Context: an optimization exercise on an open-source flow, tuned for small area. The choices shown serve that exercise and are no tape-out recipe. At most, simulation tests tie the RTL to the original design; equivalence was not proved. Power is estimated from default activity; no workload was simulated.

==> 10-12: inputs <==
// top_PF
module top_PF (
    input  signed [7:0] i_signals,
    input               clk,
    input               rst,
    output              o_clock,
    output signed [7:0] o_signal,
    output        [1:0] pwm
);
make LEC_CHECK=0 ABC_AREA=1 CAP_MARGIN=20 CORE_MARGIN=2 CORE_UTILIZATION=70 CTS_BUF_LIST=sky130_fd_sc_hd__clkbuf_16 CTS_CLUSTER_DIAMETER=60 CTS_CLUSTER_SIZE=28 SLEW_MARGIN=20 finish   # period 20.0 ns
run.sh (not shown) runs the stock make flow with config.mk's settings and CLKGATE_MAP_FILE= SYNTH_SCRIPT=/design/flow/synth_recipe.tcl, a recipe that flattens the netlist after the stock synthesis.
==> inputs of 06-28, as changes to 10-12 <==
--- a/flow/design.v
+++ b/flow/design.v
@@ -15,33 +15,38 @@
     assign c[k+1] = (a[k] & b[k]) | (p & c[k]);
   end
 endgenerate
 assign co = c[W];
 endmodule
-module pf_mul #(parameter WA = 17) (
+module pf_mulb #(parameter WA = 17) (
     input  [WA-1:0]   a,
     input  [7:0]      b,
     output [WA+7:0]   p
 );
-wire [WA:0] ax = {a[WA-1], a};
-wire [WA:0] s [0:7];
-assign s[0] = b[0] ? ax : {(WA+1){1'b0}};
-genvar r;
+localparam W = WA + 2;            
+wire [W-1:0] ax  = {{2{a[WA-1]}}, a};
+wire [W-1:0] ax2 = {a[WA-1], a, 1'b0};
+wire [8:0] bb = {b, 1'b0};
+wire [W-1:0] s [0:3];
+genvar i;
 generate
-  for (r = 1; r < 8; r = r + 1) begin : row_
-    wire [WA:0] sh = {s[r-1][WA], s[r-1][WA:1]};
-    wire [WA:0] pp = b[r] ? ax : {(WA+1){1'b0}};
-    wire co;
-    if (r < 7) begin : add_
-      pf_add #(WA+1) u (.a(sh), .b(pp), .ci(1'b0), .s(s[r]), .co(co));
-    end else begin : sub_
-      pf_add #(WA+1) u (.a(sh), .b(~pp), .ci(1'b1), .s(s[r]), .co(co));
+  for (i = 0; i < 4; i = i + 1) begin : dig_
+    wire b0 = bb[2*i], b1 = bb[2*i+1], b2 = bb[2*i+2];
+    wire one = b0 ^ b1;
+    wire two = (b2 & ~b1 & ~b0) | (~b2 & b1 & b0);
+    wire neg = b2;
+    wire [W-1:0] q = (({W{one}} & ax) | ({W{two}} & ax2)) ^ {W{neg}};
+    if (i == 0) begin : first_
+      pf_add #(W) u (.a(q), .b({W{1'b0}}), .ci(neg), .s(s[0]), .co());
+    end else begin : row_
+      wire [W-1:0] sh = {{2{s[i-1][W-1]}}, s[i-1][W-1:2]};
+      pf_add #(W) u (.a(sh), .b(q), .ci(neg), .s(s[i]), .co());
+      assign p[2*i-1:2*i-2] = s[i-1][1:0];
     end
-    assign p[r-1] = s[r-1][0];
   end
 endgenerate
-assign p[WA+7:7] = s[7];
+assign p[WA+7:6] = s[3][WA+1:0];
 endmodule
 module top_PF (
     input  signed [7:0] i_signals,
     input               clk,
     input               rst,
@@ -74,48 +79,49 @@
 wire c31     = pa12 && (pb == 5'd15);    
 wire c60     = pa13 && (pb == 5'd20);    
 wire lapA    = (pa11 && pb >= 5'd9) || (pa12 && pb <= 5'd13);    
 wire mcalc   = (pa12 && pb >= 5'd15) || (pa13 && pb <= 5'd19);   
 wire slip    = mcalc || c60;                                     
-wire ge90  = (pa > 4'd3) || (pa3 && pb >= 5'd18);
-wire le179 = (pa < 4'd7) || (pa7 && pb <= 5'd11);
-wire ge270 = (pa > 4'd11) || (pa11 && pb >= 5'd6);
-assign o_clock = (ge90 && le179) || ge270;
+wire ge89  = (pa > 4'd3) || (pa3 && pb >= 5'd17);
+wire le178 = (pa < 4'd7) || (pa7 && pb <= 5'd10);
+wire ge269 = (pa > 4'd11) || (pa11 && pb >= 5'd5);
+wire le358 = !(pa == 4'd14 && pb == 5'd23);
+reg  r_oclk;
+always @(posedge clk or negedge rst)
+  if (!rst) r_oclk <= 1'b0;
+  else r_oclk <= (ge89 && le178) || (ge269 && le358);
+assign o_clock = r_oclk;
 reg clr;
-reg  [7:0] r1 [0:97];
-reg  [7:0] xin;
-reg  [6:0] q1;
-reg        pend1, run1;
-wire [7:0] h1 = r1[0];
-wire       start1 = pend1 && (q1 == 7'd0);
+always @(posedge clk or negedge rst)
+  if (!rst) clr <= 1'b1;
+  else if (pa == 4'd2 && pb == 5'd9) clr <= 1'b0;     
+reg  [7:0] re [0:48];
+reg  [7:0] ro [0:48];
+reg        par;           
 reg  signed [14:0] acc1;
+wire [7:0] xnew = {~i_signals[7], i_signals[6:0]};
+wire w1 = (pa3 && pb >= 5'd19) || (pa == 4'd4) || (pa == 4'd5 && pb <= 5'd18);    
+wire w2 = (pa == 4'd5 && pb >= 5'd19) || (pa == 4'd6) || (pa7 && pb <= 5'd19);    
+wire rsel = w1 ? ~par : par;
+wire [7:0] h1 = rsel ? ro[0] : re[0];
 integer i;
 always @(posedge clk) begin
-  for (i = 0; i < 97; i = i + 1) r1[i] <= r1[i+1];
-  r1[97] <= clr ? 8'd0 : (start1 ? xin : h1);
-end
-always @(posedge clk)
-  if (ev_x) xin <= {~i_signals[7], i_signals[6:0]};
-always @(posedge clk or negedge rst)
-  if (!rst) begin
-    q1 <= 7'd0;
-    pend1 <= 1'b0;
-    run1 <= 1'b0;
-    clr <= 1'b1;
-  end else begin
-    q1 <= (start1 || q1 == 7'd97) ? 7'd0 : q1 + 7'd1;
-    if (ev_x) pend1 <= 1'b1;
-    else if (start1) pend1 <= 1'b0;
-    if (start1) run1 <= 1'b1;
-    else if (q1 == 7'd96) run1 <= 1'b0;
-    if (q1 == 7'd97) clr <= 1'b0;
-  end
-wire [14:0] a1_in = start1 ? {{6{xin[7]}}, xin, 1'b0} : acc1;
+  for (i = 0; i < 48; i = i + 1) begin
+    re[i] <= re[i+1];
+    ro[i] <= ro[i+1];
+  end
+  re[48] <= clr ? 8'd0 : ((ev_x && !par) ? xnew : re[0]);
+  ro[48] <= clr ? 8'd0 : ((ev_x &&  par) ? xnew : ro[0]);
+end
+always @(posedge clk or negedge rst)
+  if (!rst) par <= 1'b0;
+  else if (ev_x) par <= ~par;
+wire [14:0] a1_in = ev_x ? {{6{xnew[7]}}, xnew, 1'b0} : acc1;
 wire [14:0] a1_sum;
 pf_add #(15) u_a1 (.a(a1_in), .b({{7{h1[7]}}, h1}), .ci(1'b0), .s(a1_sum), .co());
 always @(posedge clk)
-  if (start1 || run1) acc1 <= a1_sum;
+  if (ev_x || w1 || w2) acc1 <= a1_sum;
 wire [20:0] a1x = {{6{acc1[14]}}, acc1};
 wire [20:0] t9, t41;
 pf_add #(21) u_w1 (.a(a1x), .b({a1x[17:0], 3'b000}), .ci(1'b0), .s(t9),  .co());
 pf_add #(21) u_w2 (.a(t9),  .b({a1x[15:0], 5'b00000}), .ci(1'b0), .s(t41), .co());
 wire [8:0] W = t41[20:12];
@@ -178,15 +184,15 @@
 wire [16:0] wo;
 pf_add #(17) u_wo (.a({dn[7], dn, 8'd0}), .b(~{yn[15], yn}), .ci(1'b1), .s(wo), .co());
 wire [16:0] mop1 = slip ? wo : {hh[15], hh};
 wire [7:0]  mop2 = xrun;
 wire [24:0] mp;
-pf_mul #(17) u_mul (.a(mop1), .b(mop2), .p(mp));
-wire [29:0] mpx = {{5{mp[24]}}, mp};
-wire [29:0] m33;
-pf_add #(30) u_m33 (.a(mpx), .b({mpx[24:0], 5'b00000}), .ci(1'b0), .s(m33), .co());
-wire [7:0] mnew = m33[29:22];
+pf_mulb #(17) u_mul (.a(mop1), .b(mop2), .p(mp));
+wire c22;
+pf_add #(17) u_c22 (.a(mp[16:0]), .b(mp[21:5]), .ci(1'b0), .s(), .co(c22));
+wire [7:0] mnew;
+pf_add #(8) u_mn (.a(mp[24:17]), .b({{5{mp[24]}}, mp[24:22]}), .ci(c22), .s(mnew), .co());
 wire [7:0] msel = c31 ? mleft : mreg;
 wire [20:0] hx = {{5{hh[15]}}, hh};
 wire [20:0] h33;
 pf_add #(21) u_h33 (.a(hx), .b({hx[15:0], 5'b00000}), .ci(1'b0), .s(h33), .co());
 wire [7:0] fl = {{2{h33[20]}}, h33[20:15]};    
@@ -208,11 +214,11 @@
   end
   xr[29] <= clr ? 4'd0 : (slip ? dv : xh);
   hr[29] <= clr ? 16'd0 : hnew;
   if (c0) dv <= V[3:0] - x0r[3:0];
   else if (slip) dv <= xh;
-  if (c0 || c30) xrun <= x0r;
+  if (c0 || c30 || clr) xrun <= x0r;    
   else if (lapA || mcalc) xrun <= xstep;
 end
 always @(posedge clk or negedge rst)
   if (!rst) begin
     acc <= 24'sd0;
@@ -236,16 +242,23 @@
   else if (pb == 5'd12) c31c <= (c31c < 5'd30) ? c31c + 5'd1 : 5'd0;
 wire [4:0] tri5 = (c31c <= 5'd15) ? c31c : 5'd30 - c31c;
 wire [3:0] t = tri5[3:0];
 wire [15:0] T16 = {t, t, t, t};
 wire tp1 = t[3] & ~(&t[2:0]);
-wire [15:0] c  = wo[15:0];
-wire [15:0] cn;
-pf_add #(16) u_neg (.a(~c), .b(16'd0), .ci(1'b1), .s(cn), .co());
-wire g1, g4;    
-pf_add #(16) u_g1 (.a(c  ^ 16'h8000), .b(~T16), .ci(~tp1), .s(), .co(g1));
-pf_add #(16) u_g4 (.a(cn ^ 16'h8000), .b(~T16), .ci(~tp1), .s(), .co(g4));
+wire [15:0] u  = wo[15:0] ^ 16'h8000;
+wire [15:0] un = ~u;
+wire [3:0]  tl1 = t + {3'b000, tp1};
+wire [3:0]  tl4 = t + {3'b000, tp1} - 4'd1;
+wire ge1a = (u[3:0] >= tl1);
+wire ge1b = (u[7:4] > t)   || (u[7:4] == t   && ge1a);
+wire ge1c = (u[11:8] > t)  || (u[11:8] == t  && ge1b);
+wire g1   = (u[15:12] > t) || (u[15:12] == t && ge1c);
+wire ge4a = (un[3:0] >= tl4);
+wire ge4b = (un[7:4] > t)   || (un[7:4] == t   && ge4a);
+wire ge4c = (un[11:8] > t)  || (un[11:8] == t  && ge4b);
+wire ge4d = (un[15:12] > t) || (un[15:12] == t && ge4c);
+wire g4   = (t == 4'd0) || ((|u) && ge4d);
 wire [1:0] raw = {~g1 & g4, g1 & ~g4};
 reg [1:0] s6, s7, s12;
 always @(posedge clk) begin
   if (pb == 5'd6)  s6  <= raw;
   if (pb == 5'd7)  s7  <= raw;
==> flow/flow/run.sh (new file) <==
#!/bin/bash
# The standard layout (standard.sh: every ORFS step, synthesis included,
# unchanged), with two options passed to it:
#  - CTS_ARGS: the clock tree as cts.tcl would build it from config.mk's CTS
#    settings, plus -dont_use_dummy_load (no dummy loads on the leaf nets);
#  - BUFFER_PORTS_ARGS: every input and output port is still buffered, with
#    sky130_fd_sc_hd__buf_1 instead of the delay cell buffer_ports picks.
# ORFS writes each step's full log under orfs/logs/; make's own output goes
# to standard_flow.log.
set -euo pipefail
CTS="-sink_clustering_enable -repair_clock_nets -dont_use_dummy_load"
CTS="$CTS -buf_list sky130_fd_sc_hd__clkbuf_16"
CTS="$CTS -sink_clustering_size 28 -sink_clustering_max_diameter 90"
bash standard.sh "CTS_ARGS=$CTS" "BUFFER_PORTS_ARGS=-buffer_cell sky130_fd_sc_hd__buf_1" finish > standard_flow.log 2>&1
==> flow/standard.sh (new file) <==
#!/bin/bash
# synth_recipe.tcl (not shown) runs the flow's synth.tcl, then flattens the netlist and writes it again
# the make line also repeats each setting of config.mk as NAME=value (left out here)
make -C /OpenROAD-flow-scripts/flow DESIGN_CONFIG=/design/flow/config.mk WORK_HOME=/design/flow/orfs CLKGATE_MAP_FILE= SYNTH_SCRIPT=/design/flow/synth_recipe.tcl "${@:-finish}"
--- a/flow/config.mk
+++ b/flow/config.mk
@@ -8,8 +8,8 @@
 export ABC_AREA = 1
 export CAP_MARGIN = 20
 export CORE_MARGIN = 2
 export CORE_UTILIZATION = 70
 export CTS_BUF_LIST = sky130_fd_sc_hd__clkbuf_16
-export CTS_CLUSTER_DIAMETER = 60
+export CTS_CLUSTER_DIAMETER = 90
 export CTS_CLUSTER_SIZE = 28
 export SLEW_MARGIN = 20
removed: flow/run.sh
==> inputs of 04-16, as changes to 10-12 <==
--- a/flow/design.v
+++ b/flow/design.v
@@ -191,13 +191,12 @@
 pf_add #(21) u_h33 (.a(hx), .b({hx[15:0], 5'b00000}), .ci(1'b0), .s(h33), .co());
 wire [7:0] fl = {{2{h33[20]}}, h33[20:15]};    
 wire nz = |hh[14:0];
 wire [7:0] dlt;
 pf_add #(8) u_dl (.a(msel), .b(~fl), .ci(~nz), .s(dlt), .co());
-wire [15:0] hnew;    
-wire [7:0]  dlg = hupd ? dlt : 8'd0;
-pf_add #(16) u_hn (.a(hh), .b({{8{dlg[7]}}, dlg}), .ci(1'b0), .s(hnew), .co());
+wire [15:0] hnew;
+pf_add #(16) u_hn (.a(hh), .b({{8{dlt[7]}}, dlt}), .ci(1'b0), .s(hnew), .co());
 wire hupd = c0 || mcalc;
 wire [7:0] xstep;
 pf_add #(8) u_xs (.a(xrun), .b(~{{4{xh[3]}}, xh}), .ci(1'b1), .s(xstep), .co());
 wire [23:0] acc_sum;
 pf_add #(24) u_acc (.a(c0 ? 24'd0 : acc), .b(mp[23:0]), .ci(1'b0), .s(acc_sum), .co());
@@ -205,11 +204,11 @@
   for (i = 0; i < 29; i = i + 1) begin
     xr[i] <= xr[i+1];
     hr[i] <= hr[i+1];
   end
   xr[29] <= clr ? 4'd0 : (slip ? dv : xh);
-  hr[29] <= clr ? 16'd0 : hnew;
+  hr[29] <= clr ? 16'd0 : (hupd ? hnew : hh);
   if (c0) dv <= V[3:0] - x0r[3:0];
   else if (slip) dv <= xh;
   if (c0 || c30) xrun <= x0r;
   else if (lapA || mcalc) xrun <= xstep;
 end
@@ -235,27 +234,22 @@
   if (!rst) c31c <= 5'd0;
   else if (pb == 5'd12) c31c <= (c31c < 5'd30) ? c31c + 5'd1 : 5'd0;
 wire [4:0] tri5 = (c31c <= 5'd15) ? c31c : 5'd30 - c31c;
 wire [3:0] t = tri5[3:0];
 wire [15:0] T16 = {t, t, t, t};
-wire tp1 = t[3] & ~(&t[2:0]);
 wire [15:0] c  = wo[15:0];
 wire [15:0] cn;
 pf_add #(16) u_neg (.a(~c), .b(16'd0), .ci(1'b1), .s(cn), .co());
 wire g1, g4;    
-pf_add #(16) u_g1 (.a(c  ^ 16'h8000), .b(~T16), .ci(~tp1), .s(), .co(g1));
-pf_add #(16) u_g4 (.a(cn ^ 16'h8000), .b(~T16), .ci(~tp1), .s(), .co(g4));
+pf_add #(16) u_g1 (.a(c  ^ 16'h8000), .b(~T16), .ci(1'b1), .s(), .co(g1));
+pf_add #(16) u_g4 (.a(cn ^ 16'h8000), .b(~T16), .ci(1'b1), .s(), .co(g4));
 wire [1:0] raw = {~g1 & g4, g1 & ~g4};
-reg [1:0] s6, s7, s12;
-always @(posedge clk) begin
-  if (pb == 5'd6)  s6  <= raw;
-  if (pb == 5'd7)  s7  <= raw;
-  if (pb == 5'd12) s12 <= raw;
+reg [1:0] dt [1:9];
+always @(posedge clk) begin
+  dt[1] <= raw;
+  for (i = 2; i <= 9; i = i + 1) dt[i] <= dt[i-1];
 end
 wire young = clr && (pa == 4'd0) && (pb < 5'd9);
-wire [1:0] d9 = (pb >= 5'd7  && pb <= 5'd15) ? s6  :
-                (pb == 5'd16)                ? s7  :
-                (pb >= 5'd17 && pb <= 5'd21) ? s12 : raw;
-wire [1:0] r9 = young ? 2'b00 : d9;
+wire [1:0] r9 = young ? 2'b00 : dt[9];
 wire dead = (r9 == 2'b01 && raw == 2'b10) || (r9 == 2'b10 && raw == 2'b01);
 assign pwm = dead ? 2'b00 : raw;
 endmodule
==> flow/config.mk (replaced) <==
export PLATFORM = sky130hd
export DESIGN_NAME = top_PF
export DESIGN_NICKNAME = top_PF
export VERILOG_FILES = /design/flow/design.v
export SDC_FILE = /design/flow/constraint.sdc
export NUM_CORES = 4
export LEC_CHECK = 0
export CAP_MARGIN = 20
export CORE_MARGIN = 2
export CORE_UTILIZATION = 40
export SLEW_MARGIN = 20
==> inputs of 08-15, as changes to 10-12 <==
--- a/flow/design.v
+++ b/flow/design.v
@@ -191,13 +191,12 @@
 pf_add #(21) u_h33 (.a(hx), .b({hx[15:0], 5'b00000}), .ci(1'b0), .s(h33), .co());
 wire [7:0] fl = {{2{h33[20]}}, h33[20:15]};    
 wire nz = |hh[14:0];
 wire [7:0] dlt;
 pf_add #(8) u_dl (.a(msel), .b(~fl), .ci(~nz), .s(dlt), .co());
-wire [15:0] hnew;    
-wire [7:0]  dlg = hupd ? dlt : 8'd0;
-pf_add #(16) u_hn (.a(hh), .b({{8{dlg[7]}}, dlg}), .ci(1'b0), .s(hnew), .co());
+wire [15:0] hnew;
+pf_add #(16) u_hn (.a(hh), .b({{8{dlt[7]}}, dlt}), .ci(1'b0), .s(hnew), .co());
 wire hupd = c0 || mcalc;
 wire [7:0] xstep;
 pf_add #(8) u_xs (.a(xrun), .b(~{{4{xh[3]}}, xh}), .ci(1'b1), .s(xstep), .co());
 wire [23:0] acc_sum;
 pf_add #(24) u_acc (.a(c0 ? 24'd0 : acc), .b(mp[23:0]), .ci(1'b0), .s(acc_sum), .co());
@@ -205,11 +204,11 @@
   for (i = 0; i < 29; i = i + 1) begin
     xr[i] <= xr[i+1];
     hr[i] <= hr[i+1];
   end
   xr[29] <= clr ? 4'd0 : (slip ? dv : xh);
-  hr[29] <= clr ? 16'd0 : hnew;
+  hr[29] <= clr ? 16'd0 : (hupd ? hnew : hh);
   if (c0) dv <= V[3:0] - x0r[3:0];
   else if (slip) dv <= xh;
   if (c0 || c30) xrun <= x0r;
   else if (lapA || mcalc) xrun <= xstep;
 end
@@ -235,27 +234,22 @@
   if (!rst) c31c <= 5'd0;
   else if (pb == 5'd12) c31c <= (c31c < 5'd30) ? c31c + 5'd1 : 5'd0;
 wire [4:0] tri5 = (c31c <= 5'd15) ? c31c : 5'd30 - c31c;
 wire [3:0] t = tri5[3:0];
 wire [15:0] T16 = {t, t, t, t};
-wire tp1 = t[3] & ~(&t[2:0]);
 wire [15:0] c  = wo[15:0];
 wire [15:0] cn;
 pf_add #(16) u_neg (.a(~c), .b(16'd0), .ci(1'b1), .s(cn), .co());
 wire g1, g4;    
-pf_add #(16) u_g1 (.a(c  ^ 16'h8000), .b(~T16), .ci(~tp1), .s(), .co(g1));
-pf_add #(16) u_g4 (.a(cn ^ 16'h8000), .b(~T16), .ci(~tp1), .s(), .co(g4));
+pf_add #(16) u_g1 (.a(c  ^ 16'h8000), .b(~T16), .ci(1'b1), .s(), .co(g1));
+pf_add #(16) u_g4 (.a(cn ^ 16'h8000), .b(~T16), .ci(1'b1), .s(), .co(g4));
 wire [1:0] raw = {~g1 & g4, g1 & ~g4};
-reg [1:0] s6, s7, s12;
-always @(posedge clk) begin
-  if (pb == 5'd6)  s6  <= raw;
-  if (pb == 5'd7)  s7  <= raw;
-  if (pb == 5'd12) s12 <= raw;
+reg [1:0] dt [1:9];
+always @(posedge clk) begin
+  dt[1] <= raw;
+  for (i = 2; i <= 9; i = i + 1) dt[i] <= dt[i-1];
 end
 wire young = clr && (pa == 4'd0) && (pb < 5'd9);
-wire [1:0] d9 = (pb >= 5'd7  && pb <= 5'd15) ? s6  :
-                (pb == 5'd16)                ? s7  :
-                (pb >= 5'd17 && pb <= 5'd21) ? s12 : raw;
-wire [1:0] r9 = young ? 2'b00 : d9;
+wire [1:0] r9 = young ? 2'b00 : dt[9];
 wire dead = (r9 == 2'b01 && raw == 2'b10) || (r9 == 2'b10 && raw == 2'b01);
 assign pwm = dead ? 2'b00 : raw;
 endmodule
==> flow/config.mk (replaced) <==
export PLATFORM = sky130hd
export DESIGN_NAME = top_PF
export DESIGN_NICKNAME = top_PF
export VERILOG_FILES = /design/flow/design.v
export SDC_FILE = /design/flow/constraint.sdc
export NUM_CORES = 4
export LEC_CHECK = 0
export CAP_MARGIN = 20
export CORE_MARGIN = 2
export CORE_UTILIZATION = 70
export CTS_BUF_LIST = sky130_fd_sc_hd__clkbuf_4
export SLEW_MARGIN = 20
==> comparison table <==
metric                                                                             08-15                       10-12                       04-16                       06-28
Number of synthesized register bits                                                 1803                        1791                        1803                        1776
Via count of the first global-routing pass                                         28300                       25000                       23400                       26000
Simple-Gate Fraction of Synth Area                                                 4.07%                       4.80%                       4.07%                       3.93%
Clock-pin transition on the worst setup and hold timing paths                    0.08 ns                     0.09 ns                     0.06 ns                     0.12 ns
Sequential-to-total area share from yosys stat                                     73.7%                       73.6%                       73.7%                       73.8%
Power in the clock group                                                         2.74 mW                     2.03 mW                     3.23 mW                     1.68 mW
Horizontal die dimension                                                          272 um                      272 um                      359 um                      270 um
Cell area after synthesis                                                      50400 um2                   50300 um2                   50400 um2                   49500 um2
Max Clk Rate                                                                  0.0544 GHz                  0.0548 GHz                  0.0544 GHz                  0.0625 GHz
Slowest cell delay on critical path                                              0.59 ns                     0.54 ns                     0.70 ns                     0.55 ns
Max Root-Sink Buffers                                                                  4                           3                           3                           3
Initial core utilization                                                           70.6%                       70.5%                       40.2%                       70.7%
Result of the run                                                         finished clean              finished clean              finished clean              finished clean
Sequential group share of total power                                              56.6%                       63.7%                       52.6%                       67.6%
Biggest fanout along the worst timing path                                            11                          33                          11                          35
CP startpoint                                                                      pb[1]                       pb[0]                       pb[1]                       pb[0]
Area occupied by multi-input gates                                             11900 um2                   11500 um2                   11900 um2                   11200 um2
Multi-input logic portion of the cell area                                         21.1%                       21.1%                       20.5%                       21.4%
Fraction of area in registers                                                      65.7%                       68.1%                       63.7%                       69.6%
CTS Root Buffer Type                                           sky130_fd_sc_hd__clkbuf_4  sky130_fd_sc_hd__clkbuf_16  sky130_fd_sc_hd__clkbuf_16  sky130_fd_sc_hd__clkbuf_16
Filler cell count in the final layout                                               3828                        3966                       11000                        3919
Place WS                                                                         1.59 ns                     1.95 ns                     1.63 ns                     3.96 ns
Fraction of power spent switching nets                                             21.3%                       20.4%                       20.0%                       19.4%
Top Metal Used                                                                      met5                        met5                        met4                        met5
DR WL met3                                                                       4460 um                     2730 um                     3200 um                     5170 um
Area overhead of the layout relative to synthesis                                  12.2%                       8.05%                       15.8%                       6.06%
Function not checked in 04-16 and 08-15: the RTL went through the layout flow alone.

[separate check: timing with driven ports]
Ports are ideal in the flow. The routed layouts listed here were re-timed in OpenROAD.
Step 1: set_driving_cell puts a clkbuf_16 on clk and a buf_2 on each other input, an assumption about the parent block.
Step 2 also shifts input and output timing later by t, the mid clock arrival at the registers, as if the neighbouring blocks saw the same clock.
Slacks: ideal ports / drivers / drivers and shift; pairs: ideal ports / drivers.
run | shift t [ns] | slack for setup (ns) | latest minus earliest clock arrival (ns) | worst slew at a driven data input, ns | pins driven straight from the clock port
10-12 | 0.710 | 1.746 / 1.746 / 1.746 | 0.055 / 0.055 | 0.06 | 1
06-28 | 0.701 | 3.988 / 3.988 / 3.988 | 0.123 / 0.123 | 0.06 | 1
04-16 | 0.827 | 1.610 / 1.610 / 1.610 | 0.052 / 0.053 | 0.05 | 1
08-15 | 1.185 | 1.621 / 1.621 / 1.621 | 0.212 / 0.211 | 0.05 | 1
After both steps setup and hold are still met in every run listed.
